What follows belongs to an exercise in optimizing a design on an open flow for small area and a short achievable clock period; a production flow would make more cautious choices. At most, simulation tests tie the RTL to the original design; equivalence was not proved. Power and IR drop assume default switching activity.

==> run a <==
// mac
module mac #(parameter DW=8,CW=19,ROW=7,COLUMN=7,OW=26
) (
    input [ROW*DW-1     : 0]        mac_m_data  ,
    input [COLUMN*DW-1  : 0]        w           ,
    input [ROW-1        : 0]        w_en        ,
    input [COLUMN*CW-1  : 0]        ci          ,
    output [COLUMN*OW-1 : 0]        mac_s_data  ,
    input clk,
    input rst_n
);
==> module mac, before the edit <==
module mac #(parameter DW=8,CW=19,ROW=7,COLUMN=7,OW=26
) (
    input [ROW*DW-1     : 0]        mac_m_data  ,
    input [COLUMN*DW-1  : 0]        w           ,
    input [ROW-1        : 0]        w_en        ,
    input [COLUMN*CW-1  : 0]        ci          ,
    output [COLUMN*OW-1 : 0]        mac_s_data  ,
    input clk,
    input rst_n
);
localparam [113:0] RV = {19'd502528, 19'd480768, 19'd459008, 19'd437248, 19'd415488, 19'd393728};
localparam [18:0]  RP = 19'd21760;
reg  [47:0]  xd1;        
reg  [55:0]  wd;         
reg  [5:0]   wed;        
reg  [6:0]   ld;         
reg  [47:0]  one, two, neg;   
reg  [391:0] wq;         
reg  [797:0] ss, sc;     
reg  [132:0] p6s, p6c;   
reg  [111:0] p6r;        
reg  [132:0] so;         
wire [797:0] ssn, scn;
wire [132:0] p6sn, p6cn, son;
wire [132:0] p6rn;
always @(posedge clk) begin
    xd1 <= mac_m_data[47:0];
    wd  <= w;
end
always @(posedge clk or negedge rst_n) begin
    if (!rst_n) begin
        wed <= 6'd0;
        ld  <= 7'd0;
    end else begin
        wed <= w_en[5:0];
        ld  <= ld | {w_en[6], wed};
    end
end
wire [55:0] w6 = w_en[6] ? w : (wq[391:336] & {56{ld[6]}});
genvar r, c, j, g;
generate
for (r = 0; r < 6; r = r + 1) begin : row
    wire       v  = ld[r] | wed[r];
    wire [8:0] xe = {xd1[8*r +: 8], 1'b0};
    for (g = 0; g < 2; g = g + 1) begin : grp
        for (j = 0; j < 4; j = j + 1) begin : dg
            wire b2 = xe[2*j+2], b1 = xe[2*j+1], b0 = xe[2*j];
            wire d1 = v & (b1 ^ b0);
            wire d2 = v & ((b2 & ~b1 & ~b0) | (~b2 & b1 & b0));
            wire d3 = v & b2;
            always @(posedge clk or negedge rst_n) begin
                if (!rst_n) begin
                    one[8*r+4*g+j] <= g[0];
                    two[8*r+4*g+j] <= g[0];
                    neg[8*r+4*g+j] <= g[0];
                end else begin
                    one[8*r+4*g+j] <= d1 ^ g[0];
                    two[8*r+4*g+j] <= d2 ^ g[0];
                    neg[8*r+4*g+j] <= d3 ^ g[0];
                end
            end
        end
    end
    always @(posedge clk) begin
        if (wed[r]) wq[56*r +: 56] <= wd;
    end
    for (c = 0; c < 7; c = c + 1) begin : col
        localparam integer G = (c < 4) ? 0 : 1;
        wire [3:0] d_one = one[8*r+4*G +: 4] ^ {4{G[0]}};
        wire [3:0] d_two = two[8*r+4*G +: 4] ^ {4{G[0]}};
        wire [3:0] d_neg = neg[8*r+4*G +: 4] ^ {4{G[0]}};
        if (r == 0) begin : g0
            mac_cs0 u (.one(d_one), .two(d_two), .neg(d_neg),
                       .w(wq[56*r + 8*c +: 8]),
                       .ci(ci[19*c +: 19]), .so(ssn[133*r + 19*c +: 19]), .co(scn[133*r + 19*c +: 19]));
        end else begin : gm
            mac_cs u (.one(d_one), .two(d_two), .neg(d_neg),
                      .w(wq[56*r + 8*c +: 8]),
                      .si(ss[133*(r-1) + 19*c +: 19]), .ci(sc[133*(r-1) + 19*c +: 19]),
                      .so(ssn[133*r + 19*c +: 19]), .co(scn[133*r + 19*c +: 19]));
        end
        always @(posedge clk or negedge rst_n) begin
            if (!rst_n) begin
                ss[133*r + 19*c +: 19] <= RV[19*r +: 19];
                sc[133*r + 19*c +: 19] <= 19'd0;
            end else begin
                ss[133*r + 19*c +: 19] <= ssn[133*r + 19*c +: 19];
                sc[133*r + 19*c +: 19] <= scn[133*r + 19*c +: 19];
            end
        end
    end
end
always @(posedge clk) begin
    wq[391:336] <= w6;
end
for (c = 0; c < 7; c = c + 1) begin : last
    mac_p6 u (.x(mac_m_data[55:48]), .w(w6[8*c +: 8]), .so(p6sn[19*c +: 19]), .co(p6cn[19*c +: 19]));
    assign p6rn[19*c +: 19] = p6s[19*c +: 19] + p6c[19*c +: 19];
    mac_fin f (.si(ss[133*5 + 19*c +: 19]), .ci(sc[133*5 + 19*c +: 19]), .pi(p6r[16*c +: 16]),
               .sum(son[19*c +: 19]));
    always @(posedge clk or negedge rst_n) begin
        if (!rst_n) begin
            p6s[19*c +: 19] <= RP;
            p6c[19*c +: 19] <= 19'd0;
            p6r[16*c +: 16] <= RP[15:0];
            so[19*c +: 19]  <= 19'd0;
        end else begin
            p6s[19*c +: 19] <= p6sn[19*c +: 19];
            p6c[19*c +: 19] <= p6cn[19*c +: 19];
            p6r[16*c +: 16] <= p6rn[19*c +: 16];
            so[19*c +: 19]  <= son[19*c +: 19];
        end
    end
    assign mac_s_data[26*c +: 26] = {{7{so[19*c + 18]}}, so[19*c +: 19]};
end
endgenerate
endmodule
Settings: LEC_CHECK=0, CAP_MARGIN=20, CORE_MARGIN=2, CORE_UTILIZATION=60, PLACE_DENSITY=0.72, SETUP_SLACK_MARGIN=2.5, SLEW_MARGIN=20; clock period 5.5 ns.
standard.sh (not shown) runs the stock make flow with config.mk's settings and CLKGATE_MAP_FILE= SYNTH_SCRIPT=/design/flow/synth_recipe.tcl, a recipe that flattens the netlist after the stock synthesis.
==> flow/flow/run.sh <==
#!/bin/bash
# Own layout flow: the standard synthesis, then the full adders of the
# netlist are re-polarised to drop inverters (flow/polopt.py), then the standard flow's
# standard layout of that netlist, with plain buffers on the ports.
set -euo pipefail
cd "$(dirname "$0")/.."
RES=orfs/results/${FLOW_PLATFORM:-sky130hd}/mac/base
bash standard.sh synth > synth.log 2>&1
cp "$RES/1_2_yosys.v" "$RES/1_2_yosys_std.v"
python3 flow/polopt.py "$RES/1_2_yosys_std.v" "$RES/1_2_yosys.v" > polopt.log 2>&1
touch "$RES/1_2_yosys.v"
rm -f "$RES/1_synth.odb" "$RES/1_synth.sdc"
bash standard.sh synth > synth_odb.log 2>&1
bash standard.sh "BUFFER_PORTS_ARGS=-buffer_cell sky130_fd_sc_hd__buf_2" finish > layout.log 2>&1
test -s out/final.def
==> flow/flow/polopt.py <==
#!/usr/bin/env python3
"""Re-polarise the full adders of a mapped sky130 netlist to remove inverters.

A full adder with all three inputs inverted gives both outputs inverted, so
each fa_* cell may be fed complemented inputs, and its outputs then carry the
complement of the original signals.  This picks, per full adder, whether to do
so (greedy local search) to minimise the number of inverters, then rewires:
every inverter chain is replaced by at most one inv_1 per driving net.
Usage: polopt.py IN.v OUT.v
"""
import re, sys, collections

src = open(sys.argv[1]).read()
INST = re.compile(r'^(\s*)(sky130_fd_sc_hd__\w+)\s+(\S+)\s*\((.*?)\);\n', re.M | re.S)
PIN = re.compile(r'\.(\w+)\(([^()]*)\)')
OUTP = {'X', 'Y', 'Q', 'Q_N', 'SUM', 'COUT', 'HI', 'LO'}

m0 = re.search(r'^module\s+(\w+)\s*\((.*?)\);', src, re.M | re.S)
ports = set()
for d in re.finditer(r'^\s*(input|output)\s*(\[[^\]]*\])?\s*([^;]+);', src, re.M):
    for nm in d.group(3).split(','):
        nm = nm.strip()
        if d.group(2):
            hi, lo = [int(x) for x in d.group(2)[1:-1].split(':')]
            for i in range(min(hi, lo), max(hi, lo) + 1):
                ports.add(f"{nm}[{i}]")
        else:
            ports.add(nm)

insts = []
for m in INST.finditer(src):
    pins = [(p, n.strip()) for p, n in PIN.findall(m.group(4))]
    insts.append([m.group(2), m.group(3), pins])
first = INST.search(src).start()
last = list(INST.finditer(src))[-1].end()
head, tail = src[:first], src[last:]

def isinv(t): return re.match(r'sky130_fd_sc_hd__(inv|clkinv)_\d+$', t) is not None
def isfa(t): return re.match(r'sky130_fd_sc_hd__fa_\d+$', t) is not None

drv = {}
for i, (t, nm, pins) in enumerate(insts):
    for p, n in pins:
        if p in OUTP and n:
            drv[n] = (i, p)

def root(n):
    par = 0
    seen = 0
    while n in drv and isinv(insts[drv[n][0]][0]):
        n = dict(insts[drv[n][0]][2])['A']
        par ^= 1
        seen += 1
        assert seen < 100
    return n, par

fas = [i for i, x in enumerate(insts) if isfa(x[0])]
flip = {i: 0 for i in fas}
conns = []   # (root, sink inst, pin, parity)
locked = set()
for i, (t, nm, pins) in enumerate(insts):
    if isinv(t):
        y = dict(pins)['Y']
        if y in ports:       # keep inverters that drive ports: lock the chain's source
            r, _ = root(y)
            if r in drv: locked.add(drv[r][0])
        continue
    for p, n in pins:
        if p in OUTP or not n:
            continue
        r, par = root(n)
        conns.append((r, i, p, par))

def srcfa(r):
    if r in drv and drv[r][0] in flip:
        return drv[r][0]
    return None

rootsinks = collections.defaultdict(list)
byfa = collections.defaultdict(set)
for k, (r, i, p, par) in enumerate(conns):
    rootsinks[r].append(k)
    s = srcfa(r)
    if s is not None: byfa[s].add(r)
    if i in flip: byfa[i].add(r)

def eff(k):
    r, i, p, par = conns[k]
    s = srcfa(r)
    return par ^ (flip[s] if s is not None else 0) ^ (flip[i] if i in flip else 0)

def rootcost(r):
    return 1 if any(eff(k) for k in rootsinks[r]) else 0

def total():
    return sum(rootcost(r) for r in rootsinks)

before = sum(1 for x in insts if isinv(x[0]))
for it in range(30):
    changed = 0
    for f in fas:
        if f in locked: continue
        rs = byfa[f]
        b = sum(rootcost(r) for r in rs)
        flip[f] ^= 1
        a = sum(rootcost(r) for r in rs)
        if a < b: changed += 1
        else: flip[f] ^= 1
    if not changed: break

# rebuild
out_insts = []
invnet = {}
newwires = []
k_of = {}
for k, (r, i, p, par) in enumerate(conns):
    k_of[(i, p)] = k
nid = 0
for i, (t, nm, pins) in enumerate(insts):
    if isinv(t) and dict(pins)['Y'] not in ports:
        continue
    newpins = []
    for p, n in pins:
        if (i, p) in k_of:
            k = k_of[(i, p)]
            r = conns[k][0]
            if eff(k):
                if r not in invnet:
                    w = f"_polinv_{nid}_"; nid += 1
                    invnet[r] = w
                    newwires.append(w)
                    out_insts.append(("sky130_fd_sc_hd__inv_1", f"_polinvc_{nid}_", [("A", r), ("Y", w)]))
                n = invnet[r]
            else:
                n = r
        newpins.append((p, n))
    out_insts.append((t, nm, newpins))

def fmt(t, nm, pins):
    esc = lambda n: n + " " if n.startswith("\\") else n
    return f"  {t} {esc(nm)} (\n" + ",\n".join(f"    .{p}({esc(n)})" for p, n in pins) + "\n  );\n"

head = head.rstrip('\n') + "\n" + "".join(f"  wire {w};\n" for w in newwires)
open(sys.argv[2], 'w').write(head + "".join(fmt(*x) for x in out_insts) + tail)
after = len(invnet) + sum(1 for x in insts if isinv(x[0]) and dict(x[2])['Y'] in ports)
print(f"polopt: {before} inverters -> {after}; {sum(flip.values())} of {len(fas)} full adders flipped", file=sys.stderr)
==> run b: changes against run a <==
--- a/flow/design.v
+++ b/flow/design.v
@@ -526,5 +526,5 @@
 end
 always @(posedge clk) begin
-    wq[391:336] <= w6;
+    if (w_en[6]) wq[391:336] <= w;
 end
 for (c = 0; c < 7; c = c + 1) begin : last
==> flow/run.sh (new file) <==
#!/bin/bash
# synth_recipe.tcl (not shown) runs the flow's synth.tcl, then flattens the netlist and writes it again
# the make line also repeats each setting of config.mk as NAME=value (left out here)
make -C /OpenROAD-flow-scripts/flow DESIGN_CONFIG=/design/flow/config.mk WORK_HOME=/design/flow/orfs CLKGATE_MAP_FILE= SYNTH_SCRIPT=/design/flow/synth_recipe.tcl finish
removed: flow/flow/run.sh
removed: flow/flow/polopt.py
removed: flow/standard.sh
==> run c: changes against run a <==
--- a/flow/design.v
+++ b/flow/design.v
@@ -448,5 +448,5 @@
 reg  [55:0]  wd;         
 reg  [5:0]   wed;        
-reg  [6:0]   ld;         
+reg  [5:0]   ld;         
 reg  [47:0]  one, two, neg;   
 reg  [391:0] wq;         
@@ -465,11 +465,11 @@
     if (!rst_n) begin
         wed <= 6'd0;
-        ld  <= 7'd0;
+        ld  <= 6'd0;
     end else begin
         wed <= w_en[5:0];
-        ld  <= ld | {w_en[6], wed};
+        ld  <= ld | wed;
     end
 end
-wire [55:0] w6 = w_en[6] ? w : (wq[391:336] & {56{ld[6]}});
+wire [55:0] w6 = w_en[6] ? w : wq[391:336];
 genvar r, c, j, g;
 generate
@@ -525,6 +525,9 @@
     end
 end
-always @(posedge clk) begin
-    wq[391:336] <= w6;
+always @(posedge clk or negedge rst_n) begin
+    if (!rst_n)
+        wq[391:336] <= 56'd0;
+    else
+        wq[391:336] <= w6;
 end
 for (c = 0; c < 7; c = c + 1) begin : last
Settings changed: CORE_UTILIZATION 60 to 55, PLACE_DENSITY 0.72 to 0.68, SETUP_SLACK_MARGIN 2.5 to 2.6.
==> run d: changes against run a <==
--- a/flow/design.v
+++ b/flow/design.v
@@ -448,5 +448,5 @@
 reg  [55:0]  wd;         
 reg  [5:0]   wed;        
-reg  [6:0]   ld;         
+reg  [5:0]   ld;         
 reg  [47:0]  one, two, neg;   
 reg  [391:0] wq;         
@@ -465,11 +465,11 @@
     if (!rst_n) begin
         wed <= 6'd0;
-        ld  <= 7'd0;
+        ld  <= 6'd0;
     end else begin
         wed <= w_en[5:0];
-        ld  <= ld | {w_en[6], wed};
+        ld  <= ld | wed;
     end
 end
-wire [55:0] w6 = w_en[6] ? w : (wq[391:336] & {56{ld[6]}});
+wire [55:0] w6 = w_en[6] ? w : wq[391:336];
 genvar r, c, j, g;
 generate
@@ -525,6 +525,9 @@
     end
 end
-always @(posedge clk) begin
-    wq[391:336] <= w6;
+always @(posedge clk or negedge rst_n) begin
+    if (!rst_n)
+        wq[391:336] <= 56'd0;
+    else
+        wq[391:336] <= w6;
 end
 for (c = 0; c < 7; c = c + 1) begin : last
Settings changed: CORE_UTILIZATION 60 to 50, PLACE_DENSITY 0.72 to 0.65, SETUP_SLACK_MARGIN 2.5 to 2.7.
==> qor summary <==
Outcome: run c no timing/DRC/antenna violations; run b no timing/DRC/antenna violations; run a failed layout checks; run d no timing/DRC/antenna violations
Violated checks: run c -; run b -; run a antenna rules; run d -
Antenna Nets Post-Route: run c 0; run b 0; run a 1; run d 0
Post-route cell area: run c 0.182 mm^2; run b 0.188 mm^2; run a 0.181 mm^2; run d 0.187 mm^2
Worst vdd rail ir drop: run c 0.566 mV; run b 0.590 mV; run a 0.608 mV; run d 0.707 mV
Growth of design area from synthesis to finish: run c 13.3%; run b 13.6%; run a 13.0%; run d 15.9%
Worst clock skew on the final layout: run c 0.0479 ns; run b 0.0392 ns; run a 0.0621 ns; run d 0.0517 ns
M1 WL: run c 200 mm; run b 200 mm; run a 190 mm; run d 211 mm
Switching power: run c 51.4 mW; run b 53.4 mW; run a 52.4 mW; run d 57.1 mW
Aggregate global-route resource usage: run c 30.6%; run b 33.8%; run a 32.3%; run d 30.2%
Number of sinks driven by the clock tree: run c 2676; run b 2677; run a 2677; run d 2676
Post-DP HPWL: run c 330 mm; run b 338 mm; run a 312 mm; run d 359 mm
CTS buffer count: run c 300; run b 299; run a 298; run d 305
Worst reg-to-reg setup slack: run c 2.40 ns; run b 2.38 ns; run a 2.33 ns; run d 2.32 ns
Buffer and inverter count on the worst path: run c 0; run b 6; run a 6; run d 0
Net count after synthesis: run c 15808; run b 16929; run a 15485; run d 15808
Clock latency on the worst-skew pair: run c 0.92 ns; run b 0.93 ns; run a 0.95 ns; run d 0.95 ns
Antenna cells: run c 8; run b 32; run a 19; run d 49
Cts repair resizes: run c 288; run b 354; run a 347; run d 451
Global-route wire length before repair: run c 688 mm; run b 709 mm; run a 663 mm; run d 727 mm
Dpl cell area: run c 0.167 mm^2; run b 0.173 mm^2; run a 0.165 mm^2; run d 0.168 mm^2
Only the layout flow was run in run a; the RTL was not checked for function there.

========
==> run X: inputs <==
Another version of the RTL of mac (not shown whole).
==> module mac, before the edit <==
module mac #(parameter DW=8,CW=19,ROW=7,COLUMN=7,OW=26
) (
    input [ROW*DW-1     : 0]        mac_m_data  ,
    input [COLUMN*DW-1  : 0]        w           ,
    input [ROW-1        : 0]        w_en        ,
    input [COLUMN*CW-1  : 0]        ci          ,
    output [COLUMN*OW-1 : 0]        mac_s_data  ,
    input clk,
    input rst_n
);
localparam [113:0] RV = {19'd502528, 19'd480768, 19'd459008, 19'd437248, 19'd415488, 19'd393728};
localparam [18:0]  RP = 19'd21760;
reg  [47:0]  xd1;        
reg  [55:0]  wd;         
reg  [5:0]   wed;        
reg  [6:0]   ld;         
reg  [71:0]  one, two, neg;   
reg  [391:0] wq;         
reg  [797:0] ss, sc;     
reg  [132:0] p6s, p6c;   
reg  [111:0] p6r;        
reg  [132:0] so;         
wire [797:0] ssn, scn;
wire [132:0] p6sn, p6cn, son;
wire [132:0] p6rn;
always @(posedge clk) begin
    xd1 <= mac_m_data[47:0];
    wd  <= w;
end
always @(posedge clk or negedge rst_n) begin
    if (!rst_n) begin
        wed <= 6'd0;
        ld  <= 7'd0;
    end else begin
        wed <= w_en[5:0];
        ld  <= ld | {w_en[6], wed};
    end
end
wire [55:0] w6 = w_en[6] ? w : (wq[391:336] & {56{ld[6]}});
genvar r, c, j, g;
generate
for (r = 0; r < 6; r = r + 1) begin : row
    wire       v  = ld[r] | wed[r];
    wire [8:0] xe = {xd1[8*r +: 8], 1'b0};
    for (g = 0; g < 3; g = g + 1) begin : grp
        for (j = 0; j < 4; j = j + 1) begin : dg
            wire b2 = xe[2*j+2], b1 = xe[2*j+1], b0 = xe[2*j];
            always @(posedge clk or negedge rst_n) begin
                if (!rst_n) begin
                    one[12*r+4*g+j] <= 1'b0;
                    two[12*r+4*g+j] <= 1'b0;
                    neg[12*r+4*g+j] <= 1'b0;
                end else begin
                    one[12*r+4*g+j] <= v & (b1 ^ b0);
                    two[12*r+4*g+j] <= v & ((b2 & ~b1 & ~b0) | (~b2 & b1 & b0));
                    neg[12*r+4*g+j] <= v & b2;
                end
            end
        end
    end
    always @(posedge clk) begin
        if (wed[r]) wq[56*r +: 56] <= wd;
    end
    for (c = 0; c < 7; c = c + 1) begin : col
        localparam integer G = (c < 3) ? 0 : (c < 5) ? 1 : 2;
        if (r == 0) begin : g0
            mac_cs0 u (.one(one[12*r+4*G +: 4]), .two(two[12*r+4*G +: 4]), .neg(neg[12*r+4*G +: 4]),
                       .w(wq[56*r + 8*c +: 8]),
                       .ci(ci[19*c +: 19]), .so(ssn[133*r + 19*c +: 19]), .co(scn[133*r + 19*c +: 19]));
        end else begin : gm
            mac_cs u (.one(one[12*r+4*G +: 4]), .two(two[12*r+4*G +: 4]), .neg(neg[12*r+4*G +: 4]),
                      .w(wq[56*r + 8*c +: 8]),
                      .si(ss[133*(r-1) + 19*c +: 19]), .ci(sc[133*(r-1) + 19*c +: 19]),
                      .so(ssn[133*r + 19*c +: 19]), .co(scn[133*r + 19*c +: 19]));
        end
        always @(posedge clk or negedge rst_n) begin
            if (!rst_n) begin
                ss[133*r + 19*c +: 19] <= RV[19*r +: 19];
                sc[133*r + 19*c +: 19] <= 19'd0;
            end else begin
                ss[133*r + 19*c +: 19] <= ssn[133*r + 19*c +: 19];
                sc[133*r + 19*c +: 19] <= scn[133*r + 19*c +: 19];
            end
        end
    end
end
always @(posedge clk) begin
    if (w_en[6]) wq[391:336] <= w;
end
for (c = 0; c < 7; c = c + 1) begin : last
    mac_p6 u (.x(mac_m_data[55:48]), .w(w6[8*c +: 8]), .so(p6sn[19*c +: 19]), .co(p6cn[19*c +: 19]));
    assign p6rn[19*c +: 19] = p6s[19*c +: 19] + p6c[19*c +: 19];
    mac_fin f (.si(ss[133*5 + 19*c +: 19]), .ci(sc[133*5 + 19*c +: 19]), .pi(p6r[16*c +: 16]),
               .sum(son[19*c +: 19]));
    always @(posedge clk or negedge rst_n) begin
        if (!rst_n) begin
            p6s[19*c +: 19] <= RP;
            p6c[19*c +: 19] <= 19'd0;
            p6r[16*c +: 16] <= RP[15:0];
            so[19*c +: 19]  <= 19'd0;
        end else begin
            p6s[19*c +: 19] <= p6sn[19*c +: 19];
            p6c[19*c +: 19] <= p6cn[19*c +: 19];
            p6r[16*c +: 16] <= p6rn[19*c +: 16];
            so[19*c +: 19]  <= son[19*c +: 19];
        end
    end
    assign mac_s_data[26*c +: 26] = {{7{so[19*c + 18]}}, so[19*c +: 19]};
end
endgenerate
endmodule
Settings: LEC_CHECK=0, CAP_MARGIN=20, CORE_MARGIN=2, CORE_UTILIZATION=45, PLACE_DENSITY=0.6, SETUP_SLACK_MARGIN=2.3, SLEW_MARGIN=20; clock period 5.5 ns.
run.sh (not shown) runs the stock make flow with config.mk's settings and CLKGATE_MAP_FILE= SYNTH_SCRIPT=/design/flow/synth_recipe.tcl, a recipe that flattens the netlist after the stock synthesis.
Stock flow here: none of the scripts above is used.
==> run R (differences from run X) <==
--- a/flow/design.v
+++ b/flow/design.v
@@ -448,7 +448,7 @@
 reg  [55:0]  wd;         
 reg  [5:0]   wed;        
 reg  [6:0]   ld;         
-reg  [71:0]  one, two, neg;   
+reg  [47:0]  one, two, neg;   
 reg  [391:0] wq;         
 reg  [797:0] ss, sc;     
 reg  [132:0] p6s, p6c;   
@@ -476,18 +476,21 @@
 for (r = 0; r < 6; r = r + 1) begin : row
     wire       v  = ld[r] | wed[r];
     wire [8:0] xe = {xd1[8*r +: 8], 1'b0};
-    for (g = 0; g < 3; g = g + 1) begin : grp
+    for (g = 0; g < 2; g = g + 1) begin : grp
         for (j = 0; j < 4; j = j + 1) begin : dg
             wire b2 = xe[2*j+2], b1 = xe[2*j+1], b0 = xe[2*j];
+            wire d1 = v & (b1 ^ b0);
+            wire d2 = v & ((b2 & ~b1 & ~b0) | (~b2 & b1 & b0));
+            wire d3 = v & b2;
             always @(posedge clk or negedge rst_n) begin
                 if (!rst_n) begin
-                    one[12*r+4*g+j] <= 1'b0;
-                    two[12*r+4*g+j] <= 1'b0;
-                    neg[12*r+4*g+j] <= 1'b0;
+                    one[8*r+4*g+j] <= g[0];
+                    two[8*r+4*g+j] <= g[0];
+                    neg[8*r+4*g+j] <= g[0];
                 end else begin
-                    one[12*r+4*g+j] <= v & (b1 ^ b0);
-                    two[12*r+4*g+j] <= v & ((b2 & ~b1 & ~b0) | (~b2 & b1 & b0));
-                    neg[12*r+4*g+j] <= v & b2;
+                    one[8*r+4*g+j] <= d1 ^ g[0];
+                    two[8*r+4*g+j] <= d2 ^ g[0];
+                    neg[8*r+4*g+j] <= d3 ^ g[0];
                 end
             end
         end
@@ -496,13 +499,16 @@
         if (wed[r]) wq[56*r +: 56] <= wd;
     end
     for (c = 0; c < 7; c = c + 1) begin : col
-        localparam integer G = (c < 3) ? 0 : (c < 5) ? 1 : 2;
+        localparam integer G = (c < 4) ? 0 : 1;
+        wire [3:0] d_one = one[8*r+4*G +: 4] ^ {4{G[0]}};
+        wire [3:0] d_two = two[8*r+4*G +: 4] ^ {4{G[0]}};
+        wire [3:0] d_neg = neg[8*r+4*G +: 4] ^ {4{G[0]}};
         if (r == 0) begin : g0
-            mac_cs0 u (.one(one[12*r+4*G +: 4]), .two(two[12*r+4*G +: 4]), .neg(neg[12*r+4*G +: 4]),
+            mac_cs0 u (.one(d_one), .two(d_two), .neg(d_neg),
                        .w(wq[56*r + 8*c +: 8]),
                        .ci(ci[19*c +: 19]), .so(ssn[133*r + 19*c +: 19]), .co(scn[133*r + 19*c +: 19]));
         end else begin : gm
-            mac_cs u (.one(one[12*r+4*G +: 4]), .two(two[12*r+4*G +: 4]), .neg(neg[12*r+4*G +: 4]),
+            mac_cs u (.one(d_one), .two(d_two), .neg(d_neg),
                       .w(wq[56*r + 8*c +: 8]),
                       .si(ss[133*(r-1) + 19*c +: 19]), .ci(sc[133*(r-1) + 19*c +: 19]),
                       .so(ssn[133*r + 19*c +: 19]), .co(scn[133*r + 19*c +: 19]));
--- a/flow/config.mk
+++ b/flow/config.mk
@@ -9,5 +9,5 @@
 export CORE_MARGIN = 2
 export CORE_UTILIZATION = 45
 export PLACE_DENSITY = 0.6
-export SETUP_SLACK_MARGIN = 2.3
+export SETUP_SLACK_MARGIN = 2.5
 export SLEW_MARGIN = 20
==> run_results.csv <==
group,metric,value,unit
final_layout,layout_common_cells,"inv_1, dfrtp_1, fa_1",
global_routing,met1_usage,38.28,%
final_layout,instances_no_fill,19480,
outcome,status,"no timing/DRC/antenna violations",
setup_path,critPathRequiredTime,6.36,ns
power,combPwrFrac,56.0,%
The numbers above come from run R.

==> run_results.csv <==
group,metric,value,unit
outcome,status,"no timing/DRC/antenna violations",
clock_network,cts-htree-levels,5,
detailed_routing,num_vias,106800,
final_layout,layout_common_cells,"fa_1, dfrtp_1, inv_1",
setup_path,rr_worst_depth,7,
final_layout,instances_no_fill,18830,
power,combPwrFrac,58.1,%
setup_path,r2r_slack,2.31,ns
setup_path,critPathRequiredTime,6.29,ns
The numbers above come from run X.

The RTL of run X was laid out without a check of its function.

[static timing again, ports no longer ideal]
The flow's constraints put no driver on any port. The routed layouts listed below were extracted and timed again, unchanged, in two steps. Step 1 assumes that a clkbuf_16 drives the clock port and a buf_2 every other input. Step 2 adds t to the input delays and takes it off the output delays; t is the mean of the earliest and latest rising clock arrival at the registers after step 1. Input paths then give back, and output paths get back, about the clock's delay inside the block. Three values: ideal, step 1, step 2; two values: the first two.
run | t, ns | setup slack, ns | clock arrival spread, ns | pins driven straight from the clock port
run a | 1.007 | 2.332 / 2.332 / 1.476 | 0.071 / 0.071 | 1
run b | 1.020 | 2.379 / 2.379 / 1.364 | 0.047 / 0.047 | 1
run c | 0.997 | 2.404 / 2.404 / 1.533 | 0.048 / 0.048 | 1
run d | 1.036 | 2.320 / 2.320 / 1.384 | 0.060 / 0.060 | 1
run X | 1.034 | 2.310 / 2.307 / 1.335 | 0.044 / 0.045 | 1
run R | 1.026 | 2.396 / 2.396 / 1.457 | 0.054 / 0.054 | 1
For run b, which loses most, drivers alone change the setup slack by 0.000 ns; drivers and shift together by -1.015 ns.
